Background: an optimization exercise with open tools, aiming at small area, a short achievable clock period and few clock cycles per item. Do not read the settings as production practice. Only simulation tests tie the RTL to the original design; equivalence was not proved. No activity file was given, so power comes from the tool's default toggle rates.

<file path="flow/config.mk">
export PLATFORM = sky130hd
export DESIGN_NAME = P_MIPS
export DESIGN_NICKNAME = P_MIPS
export VERILOG_FILES = /design/flow/design.v
export SDC_FILE = /design/flow/constraint.sdc
export NUM_CORES = 4
export LEC_CHECK = 0
export CAP_MARGIN = 20
export CORE_MARGIN = 2
export CORE_UTILIZATION = 30
export SETUP_SLACK_MARGIN = 3
export SLEW_MARGIN = 20
</file>
<file path="flow/constraint.sdc">
create_clock -name core_clock -period 12.0 [get_ports {clk}]
set_input_delay 2.4000 -clock core_clock [delete_from_list [all_inputs] [get_ports {clk}]]
set_output_delay 2.4000 -clock core_clock [all_outputs]
set_load 0.01 [all_outputs]
</file>
<file path="flow/design.v">
module mux 
#(parameter width =32)
(input [width-1:0] in_0,
input [width-1:0] in_1,
input sel,
output [width-1:0] out 
);
assign out = (sel==1'b1) ? in_1 : in_0 ;
endmodule
module mux_4_1 
#(parameter width =32,sel_width=2)
(input [width-1:0] in_0,in_1,in_2,in_3 ,  
input [sel_width-1:0] sel,
output reg [width-1:0] out 
);
always @ (*)begin
    case(sel) 
        2'b00: out=in_0; 
        2'b01: out=in_1;
        2'b10: out=in_2;
        2'b11: out=in_3;
        default: out=in_3;
    endcase 
end
endmodule 
module adder
#(parameter width =32)
(input [width-1:0] in_0,
input [width-1:0] in_1,
output [width-1:0] out 
);
assign out = in_0+in_1 ;
endmodule
module PC_Adder 
#(parameter ins_width =32)
(
input [ins_width-1:0]PC_in,
output[ins_width-1:0]PC_out 
);
assign PC_out=PC_in+32'd4;
endmodule 
module shift_left
#(parameter width=32)
(input [width-1:0] in,
output reg [width-1:0] out
);
always @(*)begin
out=(in<<2);  
end
endmodule
module sign_extention
#(parameter in_width=16,out_width=32)
(input [in_width-1:0] in,
output reg  [out_width-1:0] out 
);
always @ (*)begin
   out ={{in_width{in[in_width-1]}},in};
end
endmodule 
module ALU 
#(parameter width=32)
(input [width-1:0] op1 ,
input [width-1:0] op2,
input [2:0] ALU_control ,
output reg [width-1:0] result 
);
localparam [2:0] And=3'b000;
localparam [2:0] Or=3'b001;
localparam [2:0] add=3'b010;
localparam [2:0] sub=3'b100;
localparam [2:0] mul=3'b101;
localparam [2:0] slt=3'b110;
always @ (*)begin
    case(ALU_control)
    And:result=op1&op2;
    Or:result=op1|op2;
    add:result=op1+op2;
    sub:result=op1-op2;
    mul:result=op1*op2;
    slt:result= (op1<op2) ? {{(width-1){1'b0}}, 1'b1}:{(width){1'b0}};  
    default:result={width{1'b0}};
    endcase
end
endmodule 
module alu_decoder
#(parameter code_width=6,width_alu_op=2,width_alu_control=3 )
(input [code_width-1:0] func,
 input [width_alu_op-1:0] alu_op,
 output reg [width_alu_control-1:0] alu_control 
);
localparam [code_width-1:0] add=6'b10_0000;
localparam [code_width-1:0] sub=6'b10_0010;
localparam [code_width-1:0] slt=6'b10_1010;
localparam [code_width-1:0] mul=6'b01_1100;
localparam [code_width-1:0] And=6'b10_0100 ;
localparam [code_width-1:0] OR=6'b10_0101 ;
always @ (*)begin
    case(alu_op)
     2'b00:   alu_control=3'b010;
     2'b01:   alu_control=3'b100;
     2'b10:   case(func)
               add: alu_control=3'b010;
               sub: alu_control=3'b100;
               slt: alu_control=3'b110;
               mul: alu_control=3'b101;
               And: alu_control=3'b000;
               OR:  alu_control=3'b001;
               default:alu_control=3'b111;  
              endcase
    default :alu_control=3'b111;
    endcase
end
endmodule 
module main_decoder
#(parameter code_width=6,width_alu_op=2)
(input [code_width-1:0] op_code ,
output reg [width_alu_op-1:0] alu_control,
output reg mem2reg,
output reg mem_wr,
output reg branch,
output reg alu_src,
output reg reg_dst,
output reg reg_wr,
output reg jmp 
);
localparam [code_width-1:0] load=6'b10_0011;
localparam [code_width-1:0] store=6'b10_1011;
localparam [code_width-1:0] r_type=6'b00_0000;
localparam [code_width-1:0] add_imed=6'b00_1000;
localparam [code_width-1:0] branch_eq=6'b00_0100;
localparam [code_width-1:0] jmp_ins=6'b00_0010;
always @ (*)begin
    case(op_code)
    load:begin
        jmp=1'b0; 
        alu_control=2'b00;
        mem_wr=1'b0;
        reg_wr=1'b1;
        reg_dst=1'b0;
        alu_src=1'b1;
        mem2reg=1'b1;
        branch=1'b0;  
    end
    store:begin
        jmp=1'b0; 
        alu_control=2'b00;
        mem_wr=1'b1;
        reg_wr=1'b0;
        reg_dst=1'b0;
        alu_src=1'b1;
        mem2reg=1'b1;
        branch=1'b0; 
    end
    r_type:begin
        jmp=1'b0; 
        alu_control=2'b10;
        mem_wr=1'b0;
        reg_wr=1'b1;
        reg_dst=1'b1;
        alu_src=1'b0;
        mem2reg=1'b0;
        branch=1'b0; 
    end
    add_imed:begin
        jmp=1'b0; 
        alu_control=2'b00;
        mem_wr=1'b0;
        reg_wr=1'b1;
        reg_dst=1'b0;
        alu_src=1'b1;
        mem2reg=1'b0;
        branch=1'b0; 
    end
    branch_eq:begin
        jmp=1'b0; 
        alu_control=2'b01;
        mem_wr=1'b0;
        reg_wr=1'b0;
        reg_dst=1'b0;
        alu_src=1'b0;
        mem2reg=1'b0;
        branch=1'b1; 
    end
    jmp_ins:begin
        jmp=1'b1; 
        alu_control=2'b00;
        mem_wr=1'b0;
        reg_wr=1'b0;
        reg_dst=1'b0;
        alu_src=1'b0;
        mem2reg=1'b0;
        branch=1'b0; 
    end
    default :begin
        jmp=1'b0; 
        alu_control=2'b00;
        mem_wr=1'b0;
        reg_wr=1'b0;
        reg_dst=1'b0;
        alu_src=1'b0;
        mem2reg=1'b0;
        branch=1'b0; 
    end
    endcase 
end
endmodule 
module control_unit 
#(parameter width_code=6,width_alu_control=3)
(input [width_code-1:0] op_code,
input [width_code-1:0] func,
output [width_alu_control-1:0] alu_control,
output mem2reg,
output mem_wr,
output branch,
output alu_src,
output reg_dst,
output reg_wr,
output jmp 
);
localparam [1:0] width_alu_op=2;
wire [width_alu_op-1:0] alu_op;
main_decoder main_dec
(.op_code(op_code) ,
.alu_control(alu_op),
.mem2reg(mem2reg),
.mem_wr(mem_wr),
.branch(branch),
.alu_src(alu_src),
.reg_dst(reg_dst),
.reg_wr(reg_wr),
.jmp(jmp) 
);
alu_decoder alu_dec
(.func(func),
.alu_op(alu_op),
.alu_control(alu_control)
);
endmodule 
module hazard_unit 
#(parameter op_width=5,mux_sel=2)
(
    input branch_d,  
    input jmp_d,
 input [op_width-1:0] RsE,  
 input [op_width-1:0] RtE, 
 input [op_width-1:0] RsD,  
 input [op_width-1:0] RtD, 
 input [op_width-1:0] write_reg_m , 
 input [op_width-1:0] write_reg_w , 
  input [op_width-1:0] write_reg_e , 
 input reg_write_mem,  
 input reg_write_wr, 
 input reg_write_e,  
 input mem2reg_e,  
 input mem2reg_m, 
output reg [mux_sel-1:0] Forward_A_E,  
output reg [mux_sel-1:0] Forward_B_E,  
output  Forward_A_D,  
output  Forward_B_D,  
output stall_F ,  
output stall_D, 
output flush_E 
);
wire lw_stall;
wire branch;
assign lw_stall=((RsD==RtE) || (RtD==RtE)) && mem2reg_e ;
assign branch=((branch_d & reg_write_e & ((write_reg_e == RsD) | (write_reg_e == RtD))) | (branch_d & mem2reg_m & ((write_reg_m == RsD) | (write_reg_m == RtD))));;
assign stall_F=lw_stall||branch;
assign stall_D=lw_stall||branch;
assign flush_E=lw_stall||branch||jmp_d;
assign Forward_A_D = ((RsD!=0)&&(RsD==write_reg_m)&&reg_write_mem);
assign Forward_B_D = ((RtD!=0)&&(RtD==write_reg_m)&&reg_write_mem);
localparam [mux_sel-1:0] reg_file=2'b00; 
localparam [mux_sel-1:0] forward_wr=2'b01; 
localparam [mux_sel-1:0] forward_mem=2'b10; 
always @ (*)begin
    if((RsE!=0)&&((RsE==write_reg_m)&&reg_write_mem ))
    Forward_A_E=forward_mem;
    else if  ((RsE!=0)&&((RsE==write_reg_w)&&reg_write_wr ))
     Forward_A_E=forward_wr;
     else 
     Forward_A_E=reg_file;
end
always @ (*)begin
    if((RtE!=0)&&(RtE==write_reg_m)&&reg_write_mem )
    Forward_B_E=forward_mem;
    else if  ((RtE!=0)&&(RtE==write_reg_w)&&reg_write_wr )
     Forward_B_E=forward_wr;
     else 
     Forward_B_E=reg_file;
end
endmodule  
module Reg_file 
#(parameter width =32,depth=32,op_width=5)
(input clk,
input reset ,
input WE ,  
input [op_width-1:0] R_op1, 
input [op_width-1:0] R_op2,  
input [op_width-1:0] W_op,  
input  [width-1:0] W_data,  
output [width-1:0] RD1,  
output [width-1:0] RD2  
);
integer  i;
reg [width-1:0] reg_mem [0:depth-1];  
assign RD1=(R_op1=={op_width{1'b0}}) ? {width{1'b0}} : reg_mem[R_op1];
assign RD2=(R_op2=={op_width{1'b0}}) ? {width{1'b0}} : reg_mem[R_op2];
always @ (negedge clk ,negedge reset ) begin
    if(!reset) begin
        for (i=0;i<depth;i=i+1)begin
            reg_mem[i]<={width{1'b0}};
            end
        end
        else if(WE==1'b1) begin
         reg_mem[W_op]<=W_data;
            end 
    end
endmodule 
module Fetch_Pipe_Reg  
#(parameter width =32)
(input clk ,
input reset ,
input en,
input [width-1:0] pc_in,
output reg  [width-1:0] pc_out
);
always @ (posedge clk,negedge reset )begin
if(!reset)
pc_out<={width{1'b0}};
else if (!en)
pc_out<=pc_in;
end
endmodule 
module fetch_stage 
#(parameter inst_width=32)
( input [inst_width-1:0] pc ,
input [inst_width-1:0] imem_data ,  
output [inst_width-1:0] instruction ,
output [inst_width-1:0] pc_plus4
);
PC_Adder #(.ins_width(32)) pc_adder 
(
.PC_in(pc),
.PC_out(pc_plus4) 
);
assign instruction=imem_data;
endmodule 
module Decode_Pipe_Reg
#(parameter ins_width=32)
(input clk,
input en,
input reset ,
input clr,
input [ins_width-1:0] in_instruction ,
input [ins_width-1:0] pcplus4_in,
output  reg [ins_width-1:0] ins_out,
output  reg [ins_width-1:0] pcplus4_out 
);
always @ (posedge clk, negedge reset ) begin
    if (!reset)begin
    ins_out<={ins_width{1'b0}};
    pcplus4_out<={ins_width{1'b0}};
    end
else if ((clr==1'b1)&&!en)begin
 ins_out<={ins_width{1'b0}};
 pcplus4_out<={ins_width{1'b0}};
end
else if (!en)begin
ins_out<=in_instruction;
pcplus4_out<=pcplus4_in;
end
end
endmodule 
module decode_stage 
#(parameter instr_width=32 , data_width=32,pc_source_width=2 ,op_width=5)
(
    input clk ,
    input reset,
    input Forward_A_D,
    input Forward_B_D,
    input jmp,branch,
    input [data_width-1:0] alu_out_m,
    input [instr_width-1:0] instruction ,
    input [instr_width-1:0] pcplus4,
    input [data_width-1:0] result_w , 
    input [op_width-1:0] write_reg_w,
    input reg_write_w,  
    output [data_width-1:0] rd1,  
    output [data_width-1:0] rd2, 
    output [instr_width-1:0] pc_branch_d ,
    output [pc_source_width-1:0] pc_src_d,
    output [instr_width-1:0] sign_extended_d, 
    output [op_width-1:0] rsd,
    output [op_width-1:0] rtd,
    output [op_width-1:0] rde
);
wire [instr_width-1:0] sign_extended;  
wire [instr_width-1:0] sign_extended_shifted;  
wire [data_width-1:0] rd1_out;
wire [data_width-1:0] rd2_out;
wire branch_and_equal;
wire equal;
assign sign_extended_d=sign_extended;
assign rsd=instruction[25:21];
assign rtd=instruction[20:16];
assign rde=instruction[15:11];
assign pc_src_d={jmp,branch_and_equal};
assign equal = (rd1_out==rd2_out) ? 1'b1:1'b0 ;
assign branch_and_equal=equal&&branch;
 Reg_file #(.width (32),.depth(32),.op_width(5)) reg_file
(.clk(clk),
 .reset(reset) ,
 .WE(reg_write_w) ,  
.R_op1(instruction[25:21]), 
 .R_op2(instruction[20:16]),  
 .W_op(write_reg_w),  
 .W_data(result_w),  
.RD1(rd1),  
.RD2(rd2)  
);
mux  #(.width(32)) rd1_forward
(.in_0(rd1),
.in_1(alu_out_m),
 .sel(Forward_A_D),
 .out(rd1_out) 
);
mux  #(.width(32)) rd2_forward
(.in_0(rd2),
 .in_1(alu_out_m),
 .sel(Forward_B_D),
 .out(rd2_out) 
);
sign_extention #(.in_width(16),.out_width(32)) sign_exten
( .in(instruction[15:0]),
  .out(sign_extended) 
);
adder #(.width(32)) pc_bracnh_adder
( .in_0(sign_extended_shifted),
.in_1(pcplus4),
 .out(pc_branch_d) 
);
shift_left #(.width(32)) shft_lft
( .in(sign_extended),
  .out(sign_extended_shifted)
);
endmodule
module execute_pipe_reg
#(parameter data_width=32,alu_ctrl_width=3,op_width=5)
(input clk,
input reset ,
input clr,
input reg_write_d,
input mem2reg_d,
input mem_wr_d,
input [alu_ctrl_width-1:0] alu_control_d,
input alu_src_d,
input reg_dst_d,
input [data_width-1:0] rd1_d,
input [data_width-1:0] rd2_d,
input [op_width-1:0] rsd_d,
input [op_width-1:0] rtd_d,
input [op_width-1:0] rde_d,
input [data_width-1:0] sign_extend_d,
output reg reg_write,
output reg mem2reg,
output reg mem_wr,
output reg  [alu_ctrl_width-1:0] alu_control,
output reg  alu_src,
output reg  reg_dst,
output reg [data_width-1:0] rd1_e,
output reg [data_width-1:0] rd2_e,
output reg[op_width-1:0] rse,
output reg [op_width-1:0] rte,
output reg [op_width-1:0] rdE,
output reg [data_width-1:0] sign_extend
);
always @ (posedge clk,negedge reset)begin
    if(!reset)begin
 reg_write<=1'b0;
mem2reg<=1'b0;
mem_wr<=1'b0;
alu_control<={alu_ctrl_width{1'b0}};
alu_src<=1'b0;
reg_dst<=1'b0;
rd1_e<={data_width{1'b0}};
rd2_e<={data_width{1'b0}};
rse<={op_width{1'b0}};
rte<= {op_width{1'b0}};
rdE<={op_width{1'b0}};
sign_extend<={data_width{1'b0}};
    end
    else if(clr==1'b1) begin
reg_write<=1'b0;
mem2reg<=1'b0;
mem_wr<=1'b0;
alu_control<={alu_ctrl_width{1'b0}};
alu_src<=1'b0;
reg_dst<=1'b0;
rd1_e<={data_width{1'b0}};
rd2_e<={data_width{1'b0}};
rse<={op_width{1'b0}};
rte<= {op_width{1'b0}};
rdE<={op_width{1'b0}};
sign_extend<={data_width{1'b0}};
    end
    else begin
reg_write<=reg_write_d;   
mem2reg<=mem2reg_d;
mem_wr<=mem_wr_d;
alu_control<=alu_control_d;
alu_src<=alu_src_d;
reg_dst<=reg_dst_d;
rd1_e<=rd1_d;
rd2_e<=rd2_d;
rse<=rsd_d;
rte<=  rtd_d;
rdE<=rde_d;
sign_extend<=sign_extend_d;
    end
end
endmodule 
module execute_stage
#(parameter data_width=32,op_width=5,forward_sel_width=2,alu_ctrl_width=3)
( input [data_width-1:0] rd1,  
  input [data_width-1:0] rd2,  
  input [data_width-1:0] result_w ,  
  input [data_width-1:0] alu_out_m ,  
  input [op_width-1:0] rte,
  input [op_width-1:0] rde,
  input [data_width-1:0] sign_extend_e,
  input alu_src_e,regdst_e,
  input [forward_sel_width-1:0] forward_ae,
input [forward_sel_width-1:0] forward_be,
input [alu_ctrl_width-1:0] alu_ctrl_e,
  output [data_width-1:0] alu_result,
  output [data_width-1:0] write_data_e,
  output [op_width-1:0] write_reg
);
wire [data_width-1:0] src_a ; 
wire [data_width-1:0] src_b ; 
 mux_4_1  #(.width(32),.sel_width(2)) mux_forward_ae
(.in_0(rd1),
.in_1(result_w),
.in_2(alu_out_m),
.in_3({data_width{1'b0}}) ,  
.sel(forward_ae),
.out(src_a) 
);
 mux_4_1  #(.width(data_width),.sel_width(2)) mux_forward_be
(.in_0(rd2),
.in_1(result_w),
.in_2(alu_out_m),
.in_3({data_width{1'b0}}) ,  
.sel(forward_be),
.out(write_data_e)
);
mux #( .width (data_width)) mux_alu_src
(.in_0(write_data_e),
.in_1(sign_extend_e),
.sel(alu_src_e),
.out(src_b) 
);
ALU #(.width(32)) alu
(.op1(src_a) ,
.op2(src_b),
.ALU_control(alu_ctrl_e) ,
.result(alu_result) 
);
mux #( .width (op_width)) mux_reg_dest
(.in_0(rte),
.in_1(rde),
.sel(regdst_e),
.out(write_reg) 
);
endmodule
module memory_pipe_reg 
#(parameter data_width=32 ,op_width=5)
(input clk,
input reset ,
input [data_width-1:0] alu_result ,
input [data_width-1:0] write_data_e , 
input [op_width-1:0] write_reg_e,  
input reg_write_e,
input mem2reg_e,
input mem_write_e,
output reg reg_write_m,
output reg mem2reg_m,
output reg mem_write_m,
output reg [data_width-1:0] alu_result_m,
output reg [data_width-1:0] write_data_m,
output reg [op_width-1:0] write_reg_m
);
always @ (posedge clk ,negedge reset )begin
    if (!reset)begin
reg_write_m<=1'b0;
 mem2reg_m<=1'b0;
 mem_write_m<=1'b0;
alu_result_m<={data_width{1'b0}};
write_data_m<={data_width{1'b0}};
 write_reg_m<={op_width{1'b0}};
    end
    else begin
reg_write_m<=reg_write_e;
 mem2reg_m<=mem2reg_e;
 mem_write_m<=mem_write_e;
alu_result_m<=alu_result;
write_data_m<=write_data_e;
 write_reg_m<=write_reg_e;
    end
end
endmodule 
module memory_stage 
#(parameter data_width=32,op_width=5)
(input clk,
input reset,
    input [data_width-1:0] in_alu_out_m,
input  [data_width-1:0] write_data_mem,
input mem_write_m,
output [data_width-1:0] data_out, 
output [data_width-1:0] dmem_addr,
output [data_width-1:0] dmem_wdata,
output dmem_we,
input [data_width-1:0] dmem_rdata
);
assign dmem_addr=in_alu_out_m;
assign dmem_wdata=write_data_mem;
assign dmem_we=mem_write_m;
assign data_out=dmem_rdata;
endmodule
module wr_back_pipe_reg 
#(parameter data_width=32,op_width=5)
(input clk ,
input reset ,
input reg_wr_m,
input mem2reg_m,
input [data_width-1:0] data,  
input [op_width-1:0] write_reg_m,
input [data_width-1:0] alu_result_m ,
output reg reg_wr_w,
output reg mem2reg_w,
output reg [data_width-1:0] data_w,
output reg [op_width-1:0] write_reg_w,
output reg  [data_width-1:0] alu_result_w
);
always @ (posedge clk,negedge reset  )begin
    if (!reset )begin
 reg_wr_w<=1'b0;
mem2reg_w<=1'b0;
 data_w<={data_width{1'b0}};
write_reg_w<={op_width{1'b0}};
alu_result_w<={data_width{1'b0}};
    end
else begin
reg_wr_w<=reg_wr_m;
mem2reg_w<=mem2reg_m;
data_w<=data;
write_reg_w<=write_reg_m;
alu_result_w<=alu_result_m;
end
end
endmodule 
module data_path
#(parameter data_width=32 ,instr_width=32,width_alu_control=3,pc_source_width=2,op_width=5,code_width=6,forward_sel_width=2)
(
input clk ,
input reset ,
input stall_f,stall_d,flush_e,forward_ad,forward_bd,
input [forward_sel_width-1:0] forward_ae,forward_be,
input [width_alu_control-1:0] alu_control,
input  mem2reg,mem_wr, branch, alu_src, reg_dst, reg_wr, jmp ,
output [instr_width-1:0] imem_addr,
input [instr_width-1:0] imem_data,
output [data_width-1:0] dmem_addr,
output [data_width-1:0] dmem_wdata,
output dmem_we,
input [data_width-1:0] dmem_rdata,
output [op_width-1:0] h_rsd,h_rtd,h_rse,h_rte,
output [op_width-1:0] h_write_reg_m,h_write_reg_e,h_write_reg_w,
output reg_wr_e,reg_write_m,reg_wr_w,mem2reg_e,mem2reg_m,
output [code_width-1:0] op_code,func
);
wire [instr_width-1:0] pc;
wire [instr_width-1:0] pc_f;
wire [instr_width-1:0] pc_plus4;
wire [instr_width-1:0] instruction;
wire [instr_width-1:0] instr_d;  
wire [instr_width-1:0] pc_plus4_d;
wire [instr_width-1:0] pc_branch_d;
wire [pc_source_width-1:0] pc_src_d;
wire [data_width-1:0] rd1_d;
wire [data_width-1:0] rd2_d;
wire [data_width-1:0] sign_extended_d;
wire [op_width-1:0] rsd,rtd,rde;
wire clr_d ;   
wire [data_width-1:0] rd1_e;
wire [data_width-1:0] rd2_e;
wire [data_width-1:0] sign_extended_e;
wire [op_width-1:0] rse,rte,rde_e;
wire [width_alu_control-1:0] alu_control_e;
wire [data_width-1:0] alu_result_e;
wire [data_width-1:0] write_data_e;
wire [op_width-1:0]  write_reg_e;
wire mem_wr_e,alu_src_e, reg_dst_e; 
wire mem_write_m;
wire [data_width-1:0] alu_result_m;
wire [data_width-1:0] write_data_m;
wire [op_width-1:0] write_reg_m;
wire [data_width-1:0] mem_data_m; 
wire mem2reg_w;
wire [data_width-1:0] mem_data_w;
wire [op_width-1:0] write_reg_w;
wire  [data_width-1:0] alu_result_w;
wire [data_width-1:0] result_w;
assign imem_addr=pc_f;
assign op_code=instr_d[31:26];
assign func=instr_d[5:0];
 assign h_rsd=rsd;
 assign h_rtd=rtd;
 assign h_rse=rse;
 assign h_rte=rte;
assign  h_write_reg_m=write_reg_m;
assign h_write_reg_e=write_reg_e;
assign h_write_reg_w=write_reg_w;
 mux_4_1 #( .width(32),.sel_width(2)) mux_pc_src_d
(
.in_0(pc_plus4),
.in_1(pc_branch_d),
.in_2({pc_plus4_d[31:28],instr_d[25:0],2'b00}),
.in_3({32{1'b0}}) ,  
.sel(pc_src_d),
.out(pc)
);
 Fetch_Pipe_Reg #(.width(32))  fetch_pipe_register
(.clk(clk) ,
 .reset(reset) ,
 .en(stall_f),
 .pc_in(pc),
 .pc_out(pc_f)
);
fetch_stage  #(.inst_width(32)) fetch_stage_
( 
 .pc(pc_f) ,
 .imem_data(imem_data) ,
 .instruction(instruction) ,
 .pc_plus4(pc_plus4)
);
assign clr_d=pc_src_d[0] || pc_src_d[1];
 Decode_Pipe_Reg #(.ins_width(32)) decode_pipe_register
(.clk(clk),
 .en(stall_d),
 .reset(reset) ,
 .clr(clr_d),
 .in_instruction(instruction) ,
 .pcplus4_in(pc_plus4),
 .ins_out(instr_d),
 .pcplus4_out(pc_plus4_d) 
);
 decode_stage #(.instr_width(32) , .data_width(32),.pc_source_width(2) ,.op_width(5)) Decode_stage
( .clk(clk) ,
  .reset(reset),
  .Forward_A_D(forward_ad),
  .Forward_B_D(forward_bd),
  .jmp(jmp),
  .branch(branch),
  .alu_out_m(alu_result_m),
  .instruction(instr_d) ,
  .pcplus4(pc_plus4_d),
  .result_w(result_w) , 
  .write_reg_w(write_reg_w),
  .reg_write_w(reg_wr_w),  
  .rd1(rd1_d),  
  .rd2(rd2_d), 
  .pc_branch_d(pc_branch_d) ,
  .pc_src_d(pc_src_d),
  .sign_extended_d(sign_extended_d), 
  .rsd(rsd),
  .rtd(rtd),
  .rde(rde)
);
 execute_pipe_reg #(.data_width(32),.alu_ctrl_width(3),.op_width(5)) execute_register
(.clk(clk),
.reset(reset) ,
.clr(flush_e),
.reg_write_d(reg_wr),
.mem2reg_d(mem2reg),
.mem_wr_d(mem_wr),
.alu_control_d(alu_control),
.alu_src_d(alu_src),
.reg_dst_d(reg_dst),
.rd1_d(rd1_d),
.rd2_d(rd2_d),
.rsd_d(rsd),
.rtd_d(rtd),
.rde_d(rde),
.sign_extend_d(sign_extended_d),
.reg_write(reg_wr_e),
.mem2reg(mem2reg_e),
.mem_wr(mem_wr_e),
.alu_control(alu_control_e),
.alu_src(alu_src_e),
.reg_dst(reg_dst_e),
.rd1_e(rd1_e),
.rd2_e(rd2_e),
.rse(rse),
.rte(rte),
.rdE(rde_e),
.sign_extend(sign_extended_e)
);
execute_stage #( .data_width(32),.op_width(5),.forward_sel_width(2),.alu_ctrl_width(3)) Execute_Stage
( .rd1(rd1_e),  
  .rd2(rd2_e),  
  .result_w(result_w) ,  
  .alu_out_m(alu_result_m) ,  
  .rte(rte),
  .rde(rde_e),
  .sign_extend_e(sign_extended_e),
  .alu_src_e(alu_src_e),
  .regdst_e(reg_dst_e),
  .forward_ae(forward_ae),
  .forward_be(forward_be),
  .alu_ctrl_e(alu_control_e),
  .alu_result(alu_result_e),
  .write_data_e(write_data_e),
  .write_reg(write_reg_e)
);
memory_pipe_reg #(.data_width(32) ,.op_width(5)) memory_register
(.clk(clk),
 .reset(reset) ,
 .alu_result(alu_result_e) ,
 .write_data_e(write_data_e) , 
 .write_reg_e(write_reg_e),  
 .reg_write_e(reg_wr_e),
 .mem2reg_e(mem2reg_e),
 .mem_write_e(mem_wr_e),
 .reg_write_m(reg_write_m),
 .mem2reg_m(mem2reg_m),
 .mem_write_m(mem_write_m),
 .alu_result_m(alu_result_m),
 .write_data_m(write_data_m),
 .write_reg_m(write_reg_m)
);
 memory_stage #(.data_width(32),.op_width(5)) mem_stage
(.clk(clk),
 .reset(reset),
 .in_alu_out_m(alu_result_m),
 .write_data_mem(write_data_m),
 .mem_write_m(mem_write_m),
 .data_out(mem_data_m), 
 .dmem_addr(dmem_addr),
 .dmem_wdata(dmem_wdata),
 .dmem_we(dmem_we),
 .dmem_rdata(dmem_rdata)
);
wr_back_pipe_reg #(.data_width(32),.op_width(5)) write_back_register
(.clk(clk) ,
 .reset(reset) ,
 .reg_wr_m(reg_write_m),
 .mem2reg_m(mem2reg_m),
 .data(mem_data_m),  
 .write_reg_m(write_reg_m),
 .alu_result_m(alu_result_m) ,
 .reg_wr_w(reg_wr_w),
 .mem2reg_w(mem2reg_w),
 .data_w(mem_data_w),
 .write_reg_w(write_reg_w),
.alu_result_w(alu_result_w)
);
mux #( .width (32)) mux_mem2reg_w
(.in_0(alu_result_w),
 .in_1(mem_data_w),
 .sel(mem2reg_w),
 .out(result_w) 
);
endmodule 
module P_MIPS 
#(parameter data_width=32 ,instr_width=32,width_alu_control=3,pc_source_width=2,op_width=5,code_width=6,forward_sel_width=2)
(
input clk,
input reset ,
output [instr_width-1:0] imem_addr,
input [instr_width-1:0] imem_data,
output [data_width-1:0] dmem_addr,
output [data_width-1:0] dmem_wdata,
output dmem_we,
input [data_width-1:0] dmem_rdata
);
wire [code_width-1:0] op_code,func ;
wire [width_alu_control-1:0] alu_control;
wire  mem2reg,mem_wr, branch, alu_src,reg_dst,reg_wr, jmp  ;
wire  [forward_sel_width-1:0] Forward_A_E;  
wire  [forward_sel_width-1:0] Forward_B_E;  
wire  Forward_A_D;  
wire  Forward_B_D;  
wire [op_width-1:0] h_rsd,h_rtd,h_rse,h_rte;
wire [op_width-1:0] h_write_reg_m,h_write_reg_e,h_write_reg_w;
wire reg_wr_e,reg_write_m,reg_wr_w,mem2reg_e,mem2reg_m;
wire stall_F ;  
wire stall_D; 
wire flush_E; 
control_unit #(.width_code(6),.width_alu_control(3)) ctrl_unit
(.op_code(op_code),
 .func(func),
 .alu_control(alu_control),
 .mem2reg(mem2reg),
 .mem_wr(mem_wr),
 .branch(branch),
 .alu_src(alu_src),
 .reg_dst(reg_dst),
 .reg_wr(reg_wr),
 .jmp(jmp) 
);
 hazard_unit #(.op_width(5),.mux_sel(2)) hazard_unt
(
 .branch_d(branch),  
 .jmp_d(jmp),
 .RsE(h_rse),  
 .RtE(h_rte), 
 .RsD(h_rsd),  
 .RtD(h_rtd), 
 .write_reg_m(h_write_reg_m) , 
 .write_reg_w(h_write_reg_w) , 
 .write_reg_e(h_write_reg_e) , 
 .reg_write_mem(reg_write_m),  
 .reg_write_wr(reg_wr_w), 
 .reg_write_e(reg_wr_e),  
 .mem2reg_e(mem2reg_e),  
 .mem2reg_m(mem2reg_m), 
.Forward_A_E(Forward_A_E),  
.Forward_B_E(Forward_B_E),  
.Forward_A_D(Forward_A_D),  
.Forward_B_D(Forward_B_D),  
.stall_F(stall_F) ,  
.stall_D(stall_D), 
.flush_E(flush_E) 
);
 data_path #(.data_width(32) ,.instr_width(32),.width_alu_control(3),.pc_source_width(2),.op_width(5),.code_width(6),.forward_sel_width(2)) data_path_
(
.clk(clk) ,
.reset(reset) ,
 .stall_f(stall_F),
 .stall_d(stall_D),
 .flush_e(flush_E),
 .forward_ad(Forward_A_D),
 .forward_bd(Forward_B_D),
 .forward_ae(Forward_A_E),
 .forward_be(Forward_B_E),
.alu_control(alu_control),
.mem2reg(mem2reg),
.mem_wr(mem_wr),
.branch(branch), 
.alu_src(alu_src), 
.reg_dst(reg_dst), 
.reg_wr(reg_wr), 
.jmp(jmp) ,
.imem_addr(imem_addr),
.imem_data(imem_data),
.dmem_addr(dmem_addr),
.dmem_wdata(dmem_wdata),
.dmem_we(dmem_we),
.dmem_rdata(dmem_rdata),
.h_rsd(h_rsd),
.h_rtd(h_rtd),
.h_rse(h_rse),
.h_rte(h_rte),
.h_write_reg_m(h_write_reg_m),
.h_write_reg_e(h_write_reg_e),
.h_write_reg_w(h_write_reg_w),
.reg_wr_e(reg_wr_e),
.reg_write_m(reg_write_m),
.reg_wr_w(reg_wr_w),
.mem2reg_e(mem2reg_e),
.mem2reg_m(mem2reg_m),
.op_code(op_code),
.func(func)
);
endmodule 
</file>
<file path="flow/run.sh">
#!/bin/bash
# synth_recipe.tcl (not shown) runs the flow's synth.tcl, then flattens the netlist and writes it again
# the make line also repeats each setting of config.mk as NAME=value (left out here)
make -C /OpenROAD-flow-scripts/flow DESIGN_CONFIG=/design/flow/config.mk WORK_HOME=/design/flow/orfs CLKGATE_MAP_FILE= SYNTH_SCRIPT=/design/flow/synth_recipe.tcl finish
</file>
==> results.toml <==
[clock_network]
cts_tree = "done"
insertion_delay_ps = 860
clk_pin_slew_ps = 60
cts_root_buf = "clkbuf_16"
cts_sinks = 1329
max-clock-path-buffers = 3
numCtsBuffers = 151
htreeDepth = 4

[global_route]
grtUsageMet2_pct = 40.2
antenna_found_initial = 69
grt_pass1_wl_um = 642000
grtUsageMet3_pct = 14.2
grt_max_degree = 149
grt_pass1_vias = 83285
grt_use_total_pct = 30.5
grt-ovfl-total = 0
grt_use_met1_pct = 38.0
busiest_layer = "met2"

[final_layout]
instances_no_fill = 14087
seqCellArea_sq_mm = 0.0333
multi_input_area_sq_mm = 0.0508
postLayoutCoreUtil_pct = 36.0
final_cell_mix = "nor2_1 (1088), dfrtn_1 (992), nand2_1 (966), a21oi_1 (827), nand3_1 (731)"
drive_above_1_share_pct = 13.5
layout_commonest_cell = "nor2_1"
nets = 10847
fillers = 29247
area_growth_pct = 19.4

[critical_path]
cp-end-kind = "flip-flop"
crit_arrival_ps = 11130
start_kind = "flip-flop"
path_class = "flip-flop to flip-flop"
critical_path.max_fanout = 7
cp.required_ps = 12720

[detailed_routing]
wl_um = 461000
drt-vias-per-instance = 6.29
wl_per_cell_um = 32.8
detail_route.first_pass.iterations = 12
final_antenna_net_count = 0
vias = 88677
drt-initial-drc-count = 14852
drc = 0

[yosys]
synth-seq-cells = 1329
netlist_instances = 10081
synth_seq_area_share_pct = 38.3
ys_warn_count = 14
syn_nets = 10807
synth_ff_type = "dfrtn_1"
synth_area_sq_mm = 0.0869
synth_cell_types = 106
synthArstFlopShare_pct = 100
postSynthAreaPerCell_sq_um = 8.62
synth-edff-count = 0

[power]
power_density_mw_per_mm2 = 134
peakVddDrop_uv = 140
p_leak_nw = 46.0

[floorplanning]
placementRows = 197
io_pins = 163
dieArea_sq_mm = 0.294
die_h_um = 542
coreArea_sq_mm = 0.288
dieWidth_um = 542
initial_core_util_pct = 30.2

[timing]
rsz0062_at_grt = "yes"
hold_violations = 0
slew_headroom_pct = 11.7
final.setup_skew_ps = 119
finalMaxSlewViolations = 0
setup_tns_ps = 0
worst_slack_ps = 1590
tightest_slew_ps = 1320
setup_viol = 0

[place]
dp_hpwl_um = 292000
routabilityCongestion = 1.02
portBuffers = 162
dp_cells = 13524
pre_cts_ws_ps = 890

[outcome]
status = "no timing/DRC/antenna violations"

[job]
max_cap_violations = 0

[worst_hold_path]
hold_path_class = "flip-flop to flip-flop"
-- critical path, stage by stage (launching register included) --
cell	delay, ps
dfrtn_1	440
nand3b_1	140
a2111oi_4	420
a2111oi_2	80
nand4_1	200
a2bb2oi_4	340
a221oi_1	180
o21ai_2	340
and4_1	300
nand4_1	590
nor4_4	450
buf_6	220
buf_16	160
buf_6	100
mux2i_1	170
nand2_1	90
o311ai_2	130
-- through the flow --
stage / instance area [sq um] / hold slack (ps) / power [mW]
6_report: 104000 / 370 / 13.9
5_1_grt: 104000 / 368 / 14.3
4_1_cts: 102000 / 362 / 13.6
3_5_place_dp: 93600 / 355 / 8.54
3_3_place_gp: 93500 / 351 / 8.51
2_1_floorplan: 87000 / 331 / 6.98
-- final cells by class --
class | instances | area share [%]
Timing Repair inverter | 4 | 0.0289
Multi-Input combinational cell | 7354 | 48.9
Clock inverter | 51 | 0.531
Antenna cell | 66 | 0.159
Inverter | 559 | 2.13
Tap cell | 3781 | 4.56
Timing Repair Buffer | 722 | 7.16
Clock buffer | 221 | 4.42
Sequential cell | 1329 | 32.1
-- final timing paths --
| check | start | endpoint | slack (ps) | depth (start not counted) |
|---|---|---|---|---|
| hold / removal | data_path_.memory_register.mem2reg_m | data_path_.write_back_register.mem2reg_w | 370 | 0 |
| setup / recovery | data_path_.Decode_stage.reg_file.reg_mem[24][13] | data_path_.fetch_pipe_register.pc_out[21] | 1590 | 16 |
| setup reg to reg | data_path_.Decode_stage.reg_file.reg_mem[24][13] | data_path_.fetch_pipe_register.pc_out[21] | 1590 | 16 |
| min in group asynchronous | reset | data_path_.decode_pipe_register.ins_out[20] | 2090 | 2 |
| hold reg to reg | data_path_.memory_register.mem2reg_m | data_path_.write_back_register.mem2reg_w | 370 | 0 |
| max in group asynchronous | reset | data_path_.Decode_stage.reg_file.reg_mem[21][22] | 3330 | 2 |
-- where the power goes --
part           internal (mW)  leakage, nW  switching [mW]  total (mW)
logic                   1.25         25.5            2.43        3.67
registers               4.87         18.0           0.470        5.34
clock network           2.82         2.55            2.10        4.93
-- registers in the layout (all words and copies together) (netlist names), 16 cells and up --
register and flops:
data_path_.execute_register.rd1_e 32, data_path_.write_back_register.alu_result_w 32, data_path_.decode_pipe_register.pcplus4_out 32, data_path_.write_back_register.data_w 32, data_path_.memory_register.write_data_m 32, data_path_.Decode_stage.reg_file.reg_mem 992, data_path_.decode_pipe_register.ins_out 32, data_path_.fetch_pipe_register.pc_out 32
data_path_.memory_register.alu_result_m 32, data_path_.execute_register.sign_extend 16, data_path_.execute_register.rd2_e 32
-- kinds of logic after synthesis --
family,Yosys count,synth area share [%]
compound gates,2389,17.2
xor+xnor,228,2.31
fa+ha+maj,660,13.1
buf+inv,1401,6.49
flops,1329,38.3
mux,93,1.11
simple gates,3981,21.6
-- cell usage after synthesis, types with 82 or more instances --
cell | n | area (sq um)
a2111oi_0 | 128 | 1120
a21oi_1 | 855 | 4280
a221oi_1 | 88 | 771
a22o_1 | 87 | 762
a22oi_1 | 177 | 1330
and2_1 | 91 | 569
and3_1 | 420 | 2630
buf_2 | 208 | 1040
clkbuf_1 | 582 | 2180
dfrtn_1 | 992 | 24800
dfrtp_1 | 337 | 8430
fa_1 | 411 | 8230
ha_1 | 249 | 3120
inv_1 | 540 | 2030
mux2i_1 | 82 | 821
nand2_1 | 988 | 3710
nand3_1 | 737 | 3690
nand4_1 | 240 | 1500
nor2_1 | 1183 | 4440
o21ai_0 | 567 | 2840
xnor2_1 | 157 | 1380
-- per-layer routing --
layer	vias to the layer above	wire, um
met1	42981	166000
li1	35249	-
met2	8118	177000
met5	-	507
met3	2291	75800
met4	38	42600
-- what timing repair did --
item / CTS / global route
pin swaps: 93 / 156
buffers inserted: 147 / 45
hold buffers: 0 / 0
resized for setup: 321 / 263
cloned: 18 / 9
endpoints found under the setup margin: 467 / 264
Testbench counts, summed over its fixed seeds: cycles 140,913, instrs 112,529.
